This design comes from an exercise in tuning for small area on the open sky130 flow, not from production work.
RTL that was checked went through simulation tests only; none was proved equivalent to the original.

==> inputs of onyx <==
Design Interfaz, start of the top module:
module Interfaz(
    input wire clk,reset,
    input wire instrucciones,ProgramarCrono,ring,
    input wire [7:0] cursor,
    input wire Escribir,
    output wire  [11:0] rgbO,
    output wire hsync,vsync,
    output wire video_on,
    input wire [7:0] datos0,datos1,datos2,datos3,datos4,datos5,datos6,datos7,datos8,
    datos9,datos10,
    output wire [18:0] mem_addr,
    output wire mem_en,
    input wire [11:0] mem_data
    );
Settings: LEC_CHECK=0, CAP_MARGIN=0, CORE_MARGIN=2, CORE_UTILIZATION=40, PLACE_DENSITY=0.6, SLEW_MARGIN=0; clock period 10.0 ns.
standard.sh (not shown) runs the stock make flow with config.mk's settings and CLKGATE_MAP_FILE= SYNTH_SCRIPT=/design/flow/synth_recipe.tcl, a recipe that flattens the netlist after the stock synthesis.
==> flow/flow/run.sh <==
#!/bin/bash
# Standard ORFS layout with these changes:
#  - synthesis is the standard flow's own script, except that ABC maps the logic with an
#    area-oriented script (flow/abc_area.script); registers are untouched;
#  - the port buffers use the smallest buffer cell;
#  - clock tree synthesis adds no dummy loads and uses small clock buffers.
# Every tool's log stays under orfs/logs/; make's output goes to flow_make.log.
set -euo pipefail
W=$(pwd)
{
  head -n 1 synth_recipe.tcl
  cat <<EOT
proc abc {args} {
  set i [lsearch -exact \$args -script]
  if {\$i >= 0} { lset args [expr {\$i + 1}] $W/flow/abc_area.script }
  yosys abc {*}\$args
}
EOT
  tail -n +2 synth_recipe.tcl
} > own_synth.tcl
sed "s|SYNTH_SCRIPT=[^ ]*|SYNTH_SCRIPT=$W/own_synth.tcl|" standard.sh > own_standard.sh
export BUFFER_PORTS_ARGS="-buffer_cell sky130_fd_sc_hd__buf_1"
export CTS_ARGS="-sink_clustering_enable -repair_clock_nets -dont_use_dummy_load -buf_list sky130_fd_sc_hd__clkbuf_8 -sink_clustering_size 24 -sink_clustering_max_diameter 120"
bash own_standard.sh finish > flow_make.log 2>&1
==> flow/flow/abc_area.script <==
&get -n
&st
&deepsyn -J 200 -T 900
&st
&dch -f
&nf -R 1000
&put
==> zinc (differences from onyx) <==
--- a/flow/design.v
+++ b/flow/design.v
@@ -12,22 +12,23 @@
 end endfunction
 reg [1:0] mod4_reg;
 reg [9:0] hcount_reg, vcount_reg;
 wire h_end = hcount_reg[9] & hcount_reg[8] & (&hcount_reg[4:0]);
 wire v_end = vcount_reg[9] & vcount_reg[3] & vcount_reg[2];
+wire [11:0] hm_inc = inc12({hcount_reg, mod4_reg}, 1'b1);
+wire [11:0] v_inc = inc12({2'b0, vcount_reg}, 1'b1);
 wire line_end = h_end & (&mod4_reg);
-wire [11:0] hm_inc = inc12({hcount_reg, mod4_reg}, 1'b1);
-wire [11:0] v_inc = inc12({2'b0, vcount_reg}, line_end);
-always @(posedge clk)
+always @(posedge clk, posedge reset)
   if (reset) begin
     mod4_reg <= 2'b00;
     hcount_reg <= 10'd0;
     vcount_reg <= 10'd0;
   end else begin
     mod4_reg <= hm_inc[1:0];
     hcount_reg <= line_end ? 10'd0 : hm_inc[11:2];
-    vcount_reg <= (line_end & v_end) ? 10'd0 : v_inc[9:0];
+    if (line_end)
+      vcount_reg <= v_end ? 10'd0 : v_inc[9:0];
   end
 always @(posedge clk) begin
   hsync <= ~(hcount_reg >= 10'd656 && hcount_reg <= 10'd751);
   vsync <= ~(vcount_reg >= 10'd490 && vcount_reg <= 10'd491);
   tick  <= (vcount_reg >= 10'd480);
@@ -40,17 +41,16 @@
 module ImpresionDatos(
     input wire clk,
     input wire [9:0] pixelx, pixely,
     input wire loaded,
     input wire [3:0] segU, segD, minU, minD, horU, horD, fecU, fecD, mesU, mesD,
-                     anoU, anoD, semU, semD, segUT, segDT, minUT, minDT,
+                     anoU, anoD, diaU, semU, semD, segUT, segDT, minUT, minDT,
                      horUT, horDT,
-    input wire [2:0] diaU,           
     input wire [7:0] cursor,
     input wire Escribir, ProgramarCrono, instrucciones,
     output reg graficos,
-    output wire [2:0] color,
+    output reg [2:0] color,
     output wire [18:0] rom_addr
     );
 localparam [3:0] M_GH=0, M_GM=1, M_GS=2, M_D=3, M_PSEM=4, M_PCRO=5, M_PANO=6,
                  M_PFEC=7, M_C=8, M_S=9, M_R=10, M_II=11, M_IT=12, M_A=13;
 wire [9:0] x = pixelx, y = pixely;
@@ -134,11 +134,11 @@
 assign sel[19] = b_fec & (x >= 480) & (x < 505);
 assign sel[20] = b_fec & (x >= 505);             
 wire [3:0] dm = ({4{sel[0]}} & semU) | ({4{sel[1]}} & semD) | ({4{sel[2]}} & horD) |
   ({4{sel[3]}} & horU) | ({4{sel[4]}} & minD) | ({4{sel[5]}} & minU) | ({4{sel[6]}} & segD) |
   ({4{sel[7]}} & segU) | ({4{sel[8]}} & horDT) | ({4{sel[9]}} & horUT) | ({4{sel[10]}} & minDT) |
-  ({4{sel[11]}} & minUT) | ({4{sel[12]}} & segDT) | ({4{sel[13]}} & segUT) | ({4{sel[14]}} & {1'b0, diaU}) |
+  ({4{sel[11]}} & minUT) | ({4{sel[12]}} & segDT) | ({4{sel[13]}} & segUT) | ({4{sel[14]}} & diaU) |
   ({4{sel[15]}} & anoD) | ({4{sel[16]}} & anoU) | ({4{sel[17]}} & fecD) | ({4{sel[18]}} & fecU) |
   ({4{sel[19]}} & mesD) | ({4{sel[20]}} & mesU);
 always @* d_n = dm | {4{!loaded}};
 wire cw = (y >= 473) | y_cur
         | (y >= 31 && y <= 32 && cursor == 8'h28 && eE && x >= 360 && x <= 376)
@@ -154,14 +154,14 @@
 wire ct = !(y_pc | (y >= 352 && y <= 353)) | (pc & xb);
 assign c_n = {cw, cs, ct};
 reg [3:0] modo, dig;
 always @(posedge clk) begin
   graficos <= g_n;
-  modo <= g_n ? m_n : {1'b0, c_n};
+  modo <= m_n;
   dig <= d_n;
-end
-assign color = modo[2:0];
+  color <= c_n;
+end
 function [11:0] add12; input [11:0] p, q; integer i; reg c; reg [11:0] s; begin
   c = 1'b0;
   for (i = 0; i < 12; i = i + 1) begin
     s[i] = p[i] ^ q[i] ^ c; c = (p[i] & q[i]) | (c & (p[i] ^ q[i])); end
   add12 = s; end endfunction
@@ -209,22 +209,11 @@
     default: begin oy = -10'd93; c = -10'd44; end
   endcase
 wire [11:0] L = add12({2'd0, xpart}, {2'd0, c});
 wire [11:0] Y = add12({2'd0, y}, {2'd0, oy});
 wire [11:0] Q5 = add12({2'd0, Y[9:0]}, {Y[9:0], 2'b0});
-wire [11:0] Qlo = add12({9'd0, Q5[2:0]}, {9'd0, L[9:7]});
-reg [11:0] Q;
-reg pa;
-integer qi;
-always @* begin
-  Q[2:0] = Qlo[2:0];
-  pa = Qlo[3];
-  for (qi = 3; qi < 12; qi = qi + 1) begin
-    Q[qi] = Q5[qi] ^ pa;
-    pa = pa & Q5[qi];
-  end
-end
+wire [11:0] Q = add12(Q5, {9'd0, L[9:7]});
 assign rom_addr = {Q, L[6:0]};
 endmodule
 `timescale 1ns / 1ps
 module Interfaz(
     input wire clk,reset,
@@ -245,24 +234,24 @@
 SincronizadorVGA SincronizadorVGA_unit(
   .clk(clk), .reset(reset),
   .hsync(hsync), .vsync(vsync), .tick(tick), .video_on(video_on),
   .pixelx(pixelx), .pixely(pixely));
 reg loaded;
-always @(posedge clk)
-  loaded <= !reset & (loaded | tick);
-reg [2:0] diaU;    
+always @(posedge clk, posedge reset)
+  if (reset) loaded <= 1'b0;
+  else if (tick) loaded <= 1'b1;
 reg [3:0] segU, segD, minU, minD, horU, horD, fecU, fecD, mesU, mesD, anoU, anoD,
-          semU, semD, segUT, segDT, minUT, minDT, horUT, horDT;
+          diaU, semU, semD, segUT, segDT, minUT, minDT, horUT, horDT;
 always @(posedge clk)
   if (tick) begin
     segU <= datos0[3:0];  segD <= datos0[7:4];
     minU <= datos1[3:0];  minD <= datos1[7:4];
     horU <= datos2[3:0];  horD <= datos2[7:4];
     fecU <= datos3[3:0];  fecD <= datos3[7:4];
     mesU <= datos4[3:0];  mesD <= datos4[7:4];
     anoU <= datos5[3:0];  anoD <= datos5[7:4];
-    diaU <= (datos6[3] | (&datos6[2:0])) ? 3'd7 : datos6[2:0];
+    diaU <= datos6[3:0];
     semU <= datos7[3:0];  semD <= datos7[7:4];
     segUT <= datos8[3:0]; segDT <= datos8[7:4];
     minUT <= datos9[3:0]; minDT <= datos9[7:4];
     horUT <= datos10[3:0]; horDT <= datos10[7:4];
   end
==> flow/flow/run.sh (replaced) <==
#!/bin/bash
# Standard ORFS layout with two changes: the port buffers use the smallest
# buffer cell, and clock tree synthesis adds no dummy loads and builds the
# tree from small clock buffers. Every tool's log stays under orfs/logs/.
set -euo pipefail
export BUFFER_PORTS_ARGS="-buffer_cell sky130_fd_sc_hd__buf_1"
export CTS_ARGS="-sink_clustering_enable -repair_clock_nets -dont_use_dummy_load -buf_list sky130_fd_sc_hd__clkbuf_8"
bash standard.sh finish > flow_make.log 2>&1
- CAP_MARGIN: 0 -> 20
- GPL_TIMING_DRIVEN: not set -> 0
- SLEW_MARGIN: 0 -> 20
removed: flow/flow/abc_area.script
==> summary.md <==
| Metric | Value |
|---|---|
| Run status | `finished clean` |
| Drt via density | `between 5 and 6` |
| Slew @ Worst Pin | `0.897 ns` |
| RSZ-0062 raised after global routing | `true` |
| NonClk Buf Share | `0.0894` |
| Reg-to-reg setup timing slack | `6.20 ns` |
| Worst path buffer plus inverter count | `8` |
| Filler cell count | `roughly 1800` |
| Area share of the largest cell type after synthesis | `0.331` |
| Register Area | `roughly 3700 um2` |
| Setup repair bufs after CTS | `1` |
| Met3 Wirelength | `between 1000 and 1500 um` |
| Signal buffers | `180` |
| Clock skew | `0.0319 ns` |
| Sequential cell count | `142` |
(the above is from onyx)
==> summary.md <==
| Metric | Value |
|---|---|
| Run status | `finished clean` |
| Reg-to-reg setup timing slack | `between 6 and 7 ns` |
| Sequential cell count | `about 150` |
| Signal buffers | `between 200 and 250` |
| Area share of the largest cell type after synthesis | `0.266` |
| Setup repair bufs after CTS | `0` |
| Met3 Wirelength | `between 2000 and 2500 um` |
| Drt via density | `5.84` |
| RSZ-0062 raised after global routing | `false` |
| Register Area | `slightly below 4000 um2` |
| Filler cell count | `about 2300` |
| Clock skew | `approximately 0.037 ns` |
(the above is from zinc)
No functional check of the RTL was part of zinc.

[static timing again, ports no longer ideal]
How much do the figures lean on ideal ports? The routed layouts below were timed once more, with nothing changed but the port constraints. Step 1, drivers: a clkbuf_16 drives clk and a buf_2 each remaining input, both assumed. Step 2 also shifts input and output timing later by t, the mid clock arrival at the registers, as if the neighbouring blocks saw the same clock. Three values: ideal, step 1, step 2; two values: the first two.
run	shift t [ns]	setup WS [ns]	worst slew at a driven data input, ns
onyx	0.479	0.065 / 0.026 / 0.504	0.04
zinc	0.471	0.432 / 0.393 / 0.864	0.05
After both steps every run listed still meets setup and hold.
